This is an optimization exercise on Yosys and OpenROAD, whose aim is small area, not a production implementation.
Only simulation tests tie the RTL to the original design; equivalence was not proved.
The flow treats the clock pin as an ideal source. Dropping or thinning the clock tree relies on that and would not hold on a real chip.

==> branch lagoon: inputs <==
==> flow/design.v <==
`timescale 1ns / 1ps
module FSM(
    input clk,
    input rst,
    input btnL,
    input btnR,
    input [7:0] sw,
    output [3:0] an,
    output reg [6:0] seg,
    output reg [3:0] led
    );
    reg [8:0] d;
    reg [2:0] q5;
    reg [1:0] dig;
    wire wrap = (d == 9'd55);
    wire rise = (d == 9'd27) & q5[2] & ~q5[1] & ~dig[0];
    always @(posedge clk) begin
        if (rst) begin
            d   <= 9'd311;
            q5  <= 3'd0;
            dig <= 2'd0;
        end else begin
            d <= {d[7:0], d[8] ^ d[4] ^ wrap};
            if (wrap) begin
                q5  <= {q5[1], q5[0], ~(q5[2] | q5[1])};
                dig <= {dig[1] ^ dig[0], ~dig[0]};
            end
        end
    end
    reg q1l, dl, q1r, pr;
    always @(posedge clk) begin
        if (rst) begin
            q1l <= 1'b0;
            dl  <= 1'b0;
            q1r <= 1'b0;
        end else if (rise) begin
            q1l <= btnL;
            dl  <= btnL & ~q1l;
            q1r <= btnR;
        end
    end
    always @(posedge clk)
        pr <= ~rst & rise & btnR & ~q1r;
    reg [1:0] s;
    reg [7:0] op1, op2;
    wire sub   = sw[2];
    wire arith = (sw[2:0] == 3'd3) | (sw[2:0] == 3'd4);
    wire orop  = (sw[2:0] == 3'd2);
    wire sel_m = (sw[2:0] == 3'd1) | orop;
    wire sel_s = (sw[2:0] == 3'd0) | arith;
    wire [7:0] bb = op2 ^ {8{sub}};
    wire [8:0] x;
    wire [7:0] m, sm;
    assign x[0] = arith ? sub : orop;
    genvar i;
    generate
        for (i = 0; i < 8; i = i + 1) begin : fa
            assign sm[i] = op1[i] ^ bb[i] ^ x[i];
            assign m[i] = (op1[i] & bb[i]) | (op1[i] & x[i]) | (bb[i] & x[i]);
            assign x[i+1] = arith ? m[i] : orop;
        end
    endgenerate
    wire [7:0] alu = ({8{sel_m}} & m) | ({8{sel_s}} & sm);
    always @(posedge clk) begin
        if (rst) begin
            s   <= 2'd0;
            op1 <= 8'd0;
            op2 <= 8'd0;
        end else begin
            if (dl)
                s <= 2'd0;
            else if (pr && s != 2'd3)
                s <= s + 2'd1;
            case (s)
                2'd0: if (pr) op1 <= sw;
                2'd1: if (pr) op2 <= sw;
                2'd2: if (pr && !dl) begin
                          op1 <= alu;
                          op2 <= 8'd0;
                      end
                2'd3: if (dl) begin
                          op1 <= 8'd0;
                          op2 <= 8'd0;
                      end
            endcase
        end
    end
    always @(*) begin
        case (s)
            2'd0: led = 4'b0001;
            2'd1: led = 4'b0010;
            2'd2: led = 4'b0100;
            2'd3: led = 4'b1000;
        endcase
    end
    reg [3:0] nib;
    always @(*) begin
        case (dig)
            2'd0: nib = op1[3:0];
            2'd1: nib = op1[7:4];
            2'd2: nib = op2[3:0];
            2'd3: nib = op2[7:4];
        endcase
    end
    assign an = ~(4'b0001 << dig);
    always @(*) begin
        case (nib)
            4'h0: seg = 7'b0000001;
            4'h1: seg = 7'b1001111;
            4'h2: seg = 7'b0010010;
            4'h3: seg = 7'b0000110;
            4'h4: seg = 7'b1001100;
            4'h5: seg = 7'b0100100;
            4'h6: seg = 7'b0100000;
            4'h7: seg = 7'b0001111;
            4'h8: seg = 7'b0000000;
            4'h9: seg = 7'b0000100;
            4'ha: seg = 7'b0001000;
            4'hb: seg = 7'b1100000;
            4'hc: seg = 7'b0110001;
            4'hd: seg = 7'b1000010;
            4'he: seg = 7'b0110000;
            4'hf: seg = 7'b0111000;
        endcase
    end
endmodule
==> flow/flow/run.sh <==
#!/bin/bash
# Layout flow:
# 1. the standard synthesis script, without the adder-cell extraction;
# 2. its combinational logic re-mapped for area by ABC (several seeds, the
#    smallest result kept), flip-flops untouched, proven equal with yosys;
# 3. the standard ORFS layout, with buf_1 port buffers and a few clock
#    buffers (flow/clkbuf.tcl) in place of TritonCTS's tree.
set -uo pipefail
W=$(pwd)
RES=$W/orfs/results/$FLOW_PLATFORM/FSM/base
LIB=$FLOW_HOME/platforms/sky130hd/lib/sky130_fd_sc_hd__tt_025C_1v80.lib

bash standard.sh ADDER_MAP_FILE= $RES/1_2_yosys.v > 1_synth.log 2>&1 || exit 1
cp $RES/1_2_yosys.v $W/synth_std.v

subst() {
  sed -e "s|@LIB@|$LIB|g" -e "s|@IN@|$W/synth_std.v|g" -e "s|@OUT@|$3|g" \
      -e "s|@ABC@|$4|g" -e "s|@TOP@|$FLOW_TOP|g" "$1" > "$2"
}
DS="strash; &get -n; &deepsyn -T 40 -S"
i=0
for seed in 1 2 3 4; do
  for map in "dch -f; amap" "&get -n; &dch -f; &nf -a -p -R 1000; &put"; do
    i=$((i+1))
    echo "$DS $seed; &put; $map" | tr ';' '\n' > rs_$i.abc
    subst flow/resynth.ys rs_$i.ys $W/rs_$i.v $W/rs_$i.abc
  done
done
for j in $(seq 1 $i); do echo $j; done | xargs -P ${NUM_CORES:-4} -I{} sh -c 'yosys -s rs_{}.ys > 2_resynth_{}.log 2>&1'
best=""; best_area=""
for j in $(seq 1 $i); do
  a=$(grep "Chip area" 2_resynth_$j.log | tail -1 | awk '{print $NF}')
  [ -z "$a" ] && continue
  if [ -z "$best" ] || awk "BEGIN{exit !($a < $best_area)}"; then best=$j; best_area=$a; fi
done
echo "re-mapping areas:"; grep -H "Chip area" 2_resynth_*.log
if [ -n "$best" ]; then
  subst flow/equiv.ys equiv.ys $W/rs_$best.v none
  if yosys -s equiv.ys > 2_equiv.log 2>&1; then
    echo "re-mapped netlist rs_$best ($best_area) proven equal; using it"
    cp $W/rs_$best.v $RES/1_2_yosys.v
    touch $RES/1_2_yosys.v
  else
    echo "re-mapped netlist not proven equal; keeping the standard netlist"
  fi
fi

export FLOW_FLOW_DIR=$W/flow
export FLOW_CLOCK_SLEW_LIMIT=0.118
bash standard.sh \
  "BUFFER_PORTS_ARGS=-buffer_cell sky130_fd_sc_hd__buf_1" \
  "PRE_CTS_TCL=$W/flow/pre_cts.tcl" \
  finish > 3_layout.log 2>&1 || exit 1
==> flow/flow/clkbuf.tcl <==
# Drive the clock port's sinks through a few clock buffers, one per group of
# sinks; the groups come from recursive bisection of the sink locations, and
# each buffer is placed at its group's centroid. This replaces TritonCTS's
# two-level tree, which is larger than this small design needs.
proc my_split_groups { items nparts } {
  # items: list of {x y iterm}; returns a list of nparts groups
  if {$nparts <= 1 || [llength $items] <= 1} { return [list $items] }
  set xs [lmap it $items {lindex $it 0}]
  set ys [lmap it $items {lindex $it 1}]
  set dx [expr {[tcl::mathfunc::max {*}$xs] - [tcl::mathfunc::min {*}$xs]}]
  set dy [expr {[tcl::mathfunc::max {*}$ys] - [tcl::mathfunc::min {*}$ys]}]
  set key [expr {$dx >= $dy ? 0 : 1}]
  set sorted [lsort -integer -index $key $items]
  set n1 [expr {$nparts / 2}]
  set cut [expr {int(round(double([llength $items]) * $n1 / $nparts))}]
  set a [lrange $sorted 0 [expr {$cut - 1}]]
  set b [lrange $sorted $cut end]
  return [concat [my_split_groups $a $n1] [my_split_groups $b [expr {$nparts - $n1}]]]
}

proc my_clock_buffers { master_name nbuf } {
  set db [ord::get_db]
  set block [ord::get_db_block]
  set port_net [$block findNet clk]
  set master [$db findMaster $master_name]
  set items {}
  foreach it [$port_net getITerms] {
    set b [[$it getInst] getBBox]
    lappend items [list [expr {([$b xMin] + [$b xMax]) / 2}] [expr {([$b yMin] + [$b yMax]) / 2}] $it]
  }
  $port_net setSigType CLOCK
  set k 0
  foreach group [my_split_groups $items $nbuf] {
    set buf [odb::dbInst_create $block $master clkbuf_$k]
    set net [odb::dbNet_create $block clknet_$k]
    $net setSigType CLOCK
    set sx 0; set sy 0
    foreach item $group {
      set it [lindex $item 2]
      $it disconnect
      $it connect $net
      incr sx [lindex $item 0]; incr sy [lindex $item 1]
    }
    set c [llength $group]
    [$buf findITerm A] connect $port_net
    [$buf findITerm X] connect $net
    $buf setLocation [expr {$sx / $c - [$master getWidth] / 2}] [expr {$sy / $c - [$master getHeight] / 2}]
    $buf setPlacementStatus PLACED
    puts "clock buffer clkbuf_$k ($master_name) drives $c sinks"
    incr k
  }
}

proc my_undo_clock_buffers { } {
  set block [ord::get_db_block]
  set port_net [$block findNet clk]
  foreach inst [$block getInsts] {
    if {![string match clkbuf_* [$inst getName]]} { continue }
    set net [[$inst findITerm X] getNet]
    foreach it [$net getITerms] {
      if {[$it getInst] == $inst} { continue }
      $it disconnect
      $it connect $port_net
    }
    odb::dbInst_destroy $inst
    odb::dbNet_destroy $net
  }
}

proc my_max_clock_slew { } {
  estimate_parasitics -placement
  set worst 0.0
  foreach pin [get_pins */CLK] {
    set s [get_property $pin slew_max]
    if {$s > $worst} { set worst $s }
  }
  return $worst
}

proc my_clock_tree { limit } {
  set configs {
    {sky130_fd_sc_hd__clkbuf_8 1} {sky130_fd_sc_hd__clkbuf_4 2}
    {sky130_fd_sc_hd__clkbuf_4 3} {sky130_fd_sc_hd__clkbuf_16 1}
    {sky130_fd_sc_hd__clkbuf_8 2} {sky130_fd_sc_hd__clkbuf_4 4}
    {sky130_fd_sc_hd__clkbuf_8 3} {sky130_fd_sc_hd__clkbuf_8 4}
  }
  set_propagated_clock [all_clocks]
  foreach cfg $configs {
    my_clock_buffers {*}$cfg
    set s [my_max_clock_slew]
    puts "clock buffers $cfg: estimated worst clock-pin slew $s"
    if {$s <= $limit} {
      unset_propagated_clock [all_clocks]
      return
    }
    my_undo_clock_buffers
  }
  my_clock_buffers {*}[lindex $configs end]
  unset_propagated_clock [all_clocks]
}
==> flow/flow/equiv.ys <==
# Prove the re-mapped netlist equal to the standard one, flip-flops paired by name.
read_liberty -ignore_miss_func @LIB@
read_verilog @IN@
hierarchy -top @TOP@
flatten
rename -hide w:*.*
rename -hide w:_*
rename @TOP@ gold
design -stash gold
read_liberty -ignore_miss_func @LIB@
read_verilog @OUT@
hierarchy -top @TOP@
flatten
rename -hide w:*.*
rename -hide w:_*
rename @TOP@ gate
design -stash gate
design -copy-from gold -as gold gold
design -copy-from gate -as gate gate
opt_clean
equiv_make gold gate equiv
hierarchy -top equiv
equiv_simple
equiv_induct
equiv_status -assert
==> flow/flow/pre_cts.tcl <==
# PRE_CTS hook: build the clock buffering with my_clock_tree (clkbuf.tcl)
# instead of TritonCTS; cts.tcl then legalizes and repairs timing as usual.
source $::env(FLOW_FLOW_DIR)/clkbuf.tcl
rename clock_tree_synthesis my_tritoncts
proc clock_tree_synthesis { args } {
  my_clock_tree $::env(FLOW_CLOCK_SLEW_LIMIT)
}
==> flow/flow/resynth.ys <==
# Re-map the combinational logic of the standard synthesis netlist for area.
# Flip-flop instances (names and cells) are kept as they are.
read_liberty -ignore_miss_func @LIB@
read_verilog @IN@
hierarchy -top @TOP@
blackbox sky130_fd_sc_hd__dfxtp_1
flatten
rename -hide w:*.*
opt_clean
abc -liberty @LIB@ -dont_use sky130_fd_sc_hd__probe_p_8 -dont_use sky130_fd_sc_hd__probec_p_8 -dont_use sky130_fd_sc_hd__lpflow_bleeder_1 -dont_use sky130_fd_sc_hd__lpflow_clkbufkapwr_1 -dont_use sky130_fd_sc_hd__lpflow_clkbufkapwr_16 -dont_use sky130_fd_sc_hd__lpflow_clkbufkapwr_2 -dont_use sky130_fd_sc_hd__lpflow_clkbufkapwr_4 -dont_use sky130_fd_sc_hd__lpflow_clkbufkapwr_8 -dont_use sky130_fd_sc_hd__lpflow_clkinvkapwr_1 -dont_use sky130_fd_sc_hd__lpflow_clkinvkapwr_16 -dont_use sky130_fd_sc_hd__lpflow_clkinvkapwr_2 -dont_use sky130_fd_sc_hd__lpflow_clkinvkapwr_4 -dont_use sky130_fd_sc_hd__lpflow_clkinvkapwr_8 -dont_use sky130_fd_sc_hd__lpflow_decapkapwr_12 -dont_use sky130_fd_sc_hd__lpflow_decapkapwr_3 -dont_use sky130_fd_sc_hd__lpflow_decapkapwr_4 -dont_use sky130_fd_sc_hd__lpflow_decapkapwr_6 -dont_use sky130_fd_sc_hd__lpflow_decapkapwr_8 -dont_use sky130_fd_sc_hd__lpflow_inputiso0n_1 -dont_use sky130_fd_sc_hd__lpflow_inputiso0p_1 -dont_use sky130_fd_sc_hd__lpflow_inputiso1n_1 -dont_use sky130_fd_sc_hd__lpflow_inputiso1p_1 -dont_use sky130_fd_sc_hd__lpflow_inputisolatch_1 -dont_use sky130_fd_sc_hd__lpflow_isobufsrc_1 -dont_use sky130_fd_sc_hd__lpflow_isobufsrc_16 -dont_use sky130_fd_sc_hd__lpflow_isobufsrc_2 -dont_use sky130_fd_sc_hd__lpflow_isobufsrc_4 -dont_use sky130_fd_sc_hd__lpflow_isobufsrc_8 -dont_use sky130_fd_sc_hd__lpflow_isobufsrckapwr_16 -dont_use sky130_fd_sc_hd__lpflow_lsbuf_lh_hl_isowell_tap_1 -dont_use sky130_fd_sc_hd__lpflow_lsbuf_lh_hl_isowell_tap_2 -dont_use sky130_fd_sc_hd__lpflow_lsbuf_lh_hl_isowell_tap_4 -dont_use sky130_fd_sc_hd__lpflow_lsbuf_lh_isowell_4 -dont_use sky130_fd_sc_hd__lpflow_lsbuf_lh_isowell_tap_1 -dont_use sky130_fd_sc_hd__lpflow_lsbuf_lh_isowell_tap_2 -dont_use sky130_fd_sc_hd__lpflow_lsbuf_lh_isowell_tap_4 -dont_use sky130_fd_sc_hd__fill_1 -dont_use sky130_fd_sc_hd__fill_2 -dont_use sky130_fd_sc_hd__fill_4 -dont_use sky130_fd_sc_hd__fill_8  -script @ABC@
setundef -zero
splitnets
opt_clean -purge
hilomap -singleton -hicell sky130_fd_sc_hd__conb_1 HI -locell sky130_fd_sc_hd__conb_1 LO
insbuf -buf sky130_fd_sc_hd__buf_4 A X
opt_clean -purge
stat -liberty @LIB@
write_verilog -noattr -noexpr -nohex -nodec @OUT@
==> flow/standard.sh <==
#!/bin/bash
# synth_recipe.tcl (not shown) runs the flow's synth.tcl, then flattens the netlist and writes it again
# the make line also repeats each setting of config.mk as NAME=value (left out here)
make -C /OpenROAD-flow-scripts/flow DESIGN_CONFIG=/design/flow/config.mk WORK_HOME=/design/flow/orfs CLKGATE_MAP_FILE= SYNTH_SCRIPT=/design/flow/synth_recipe.tcl "${@:-finish}"
==> flow/config.mk <==
export PLATFORM = sky130hd
export DESIGN_NAME = FSM
export DESIGN_NICKNAME = FSM
export VERILOG_FILES = /design/flow/design.v
export SDC_FILE = /design/flow/constraint.sdc
export NUM_CORES = 4
export LEC_CHECK = 0
export ABC_AREA = 1
export CAP_MARGIN = 20
export CORE_MARGIN = 2
export CORE_UTILIZATION = 85
export SLEW_MARGIN = 20
==> flow/constraint.sdc <==
create_clock -name core_clock -period 10.0 [get_ports {clk}]
set_input_delay 2.0000 -clock core_clock [delete_from_list [all_inputs] [get_ports {clk}]]
set_output_delay 2.0000 -clock core_clock [all_outputs]
set_load 0.01 [all_outputs]
==> branch sierra (differences from branch lagoon) <==
--- a/flow/flow/run.sh
+++ b/flow/flow/run.sh
@@ -47,7 +47,9 @@
 
 export FLOW_FLOW_DIR=$W/flow
-export FLOW_CLOCK_SLEW_LIMIT=0.118
+export FLOW_CLOCK_SLEW_LIMIT=0.108
+export FLOW_EARLY_CLOCK_BUFFER=sky130_fd_sc_hd__clkbuf_4
 bash standard.sh \
   "BUFFER_PORTS_ARGS=-buffer_cell sky130_fd_sc_hd__buf_1" \
+  "PRE_GLOBAL_PLACE_TCL=$W/flow/pre_place.tcl" \
   "PRE_CTS_TCL=$W/flow/pre_cts.tcl" \
   finish > 3_layout.log 2>&1 || exit 1
==> flow/flow/pre_cts.tcl (replaced) <==
# PRE_CTS hook: replace TritonCTS with the clock buffering of clkbuf.tcl.
# If the early clock buffer meets the slew limit it is kept; else it is
# upsized, and failing that replaced by my_clock_tree's buffers.
source $::env(FLOW_FLOW_DIR)/clkbuf.tcl
rename clock_tree_synthesis my_tritoncts
proc clock_tree_synthesis { args } {
  set limit $::env(FLOW_CLOCK_SLEW_LIMIT)
  set block [ord::get_db_block]
  set buf [$block findInst clkbuf_0]
  if {$buf != "NULL"} {
    set_propagated_clock [all_clocks]
    foreach m {sky130_fd_sc_hd__clkbuf_4 sky130_fd_sc_hd__clkbuf_8 sky130_fd_sc_hd__clkbuf_16} {
      set master [[ord::get_db] findMaster $m]
      if {[[$buf getMaster] getArea] > [$master getArea]} { continue }
      $buf swapMaster $master
      set s [my_max_clock_slew]
      puts "early clock buffer as $m: estimated worst clock-pin slew $s"
      if {$s <= $limit} {
        unset_propagated_clock [all_clocks]
        return
      }
    }
    unset_propagated_clock [all_clocks]
    my_undo_clock_buffers
  }
  my_clock_tree $limit
}
==> flow/flow/pre_place.tcl (new file) <==
# PRE_GLOBAL_PLACE hook: put one clock buffer between the clock port and all
# flip-flops before global placement, so the placer keeps the clock net short.
source $::env(FLOW_FLOW_DIR)/clkbuf.tcl
my_clock_buffers $::env(FLOW_EARLY_CLOCK_BUFFER) 1
--- a/flow/config.mk
+++ b/flow/config.mk
@@ -8,5 +8,5 @@
 export ABC_AREA = 1
 export CAP_MARGIN = 20
-export CORE_MARGIN = 2
-export CORE_UTILIZATION = 85
+export CORE_AREA = 2.3 2.72 60.7 60.3
+export DIE_AREA = 0 0 63 63
 export SLEW_MARGIN = 20
==> comparison table <==
metric	branch lagoon	branch sierra
DIE WIDTH	50.60 µm	63 µm
Gate count of the mapped netlist	256	262
Average instance area after synthesis	7.209 µm²	7.082 µm²
Run status	stopped before the end	timing/DRC/antenna clean
Last stage reached	3_1_place_gp_skip_io	-
Area of the mapped netlist	1846 µm²	1856 µm²
Mapped Nets	268	274
Vert. Die Dim	50.60 µm	63 µm
Rows	16	21
Effective utilization at floorplan	92.19%	56.05%
Number of warnings reported in the yosys synthesis log	1	1
The clock cells of branch sierra come from the design's own scripts or RTL, not from TritonCTS.

==> afterwards: timing with drivers on the ports <==
The flow's constraints put no driver on any port. The routed layout listed below was extracted and timed again, unchanged, in two steps.
Step 1 (the two cells are an assumption about what drives the block):
set clk [get_ports {clk}]
set_driving_cell -lib_cell sky130_fd_sc_hd__clkbuf_16 $clk
set_driving_cell -lib_cell sky130_fd_sc_hd__buf_2 [delete_from_list [all_inputs] $clk]
Step 2 adds t to the input delays and takes it off the output delays; t is the mean of the earliest and latest rising clock arrival at the registers after step 1. Input paths then give back, and output paths get back, about the clock's delay inside the block.
Slacks: ideal / step 1 / step 2; pairs: ideal / step 1.
run: branch sierra
t, ns: 0.183
setup WS [ns]: 4.840 / 4.862 / 4.679
worst slew at a driven data input, ns: 0.03
pins driven straight from the clock port: 3
After both steps branch sierra still meets setup and hold. The setup slack of branch sierra moves by +0.022 ns with the drivers and by -0.161 ns with both steps.
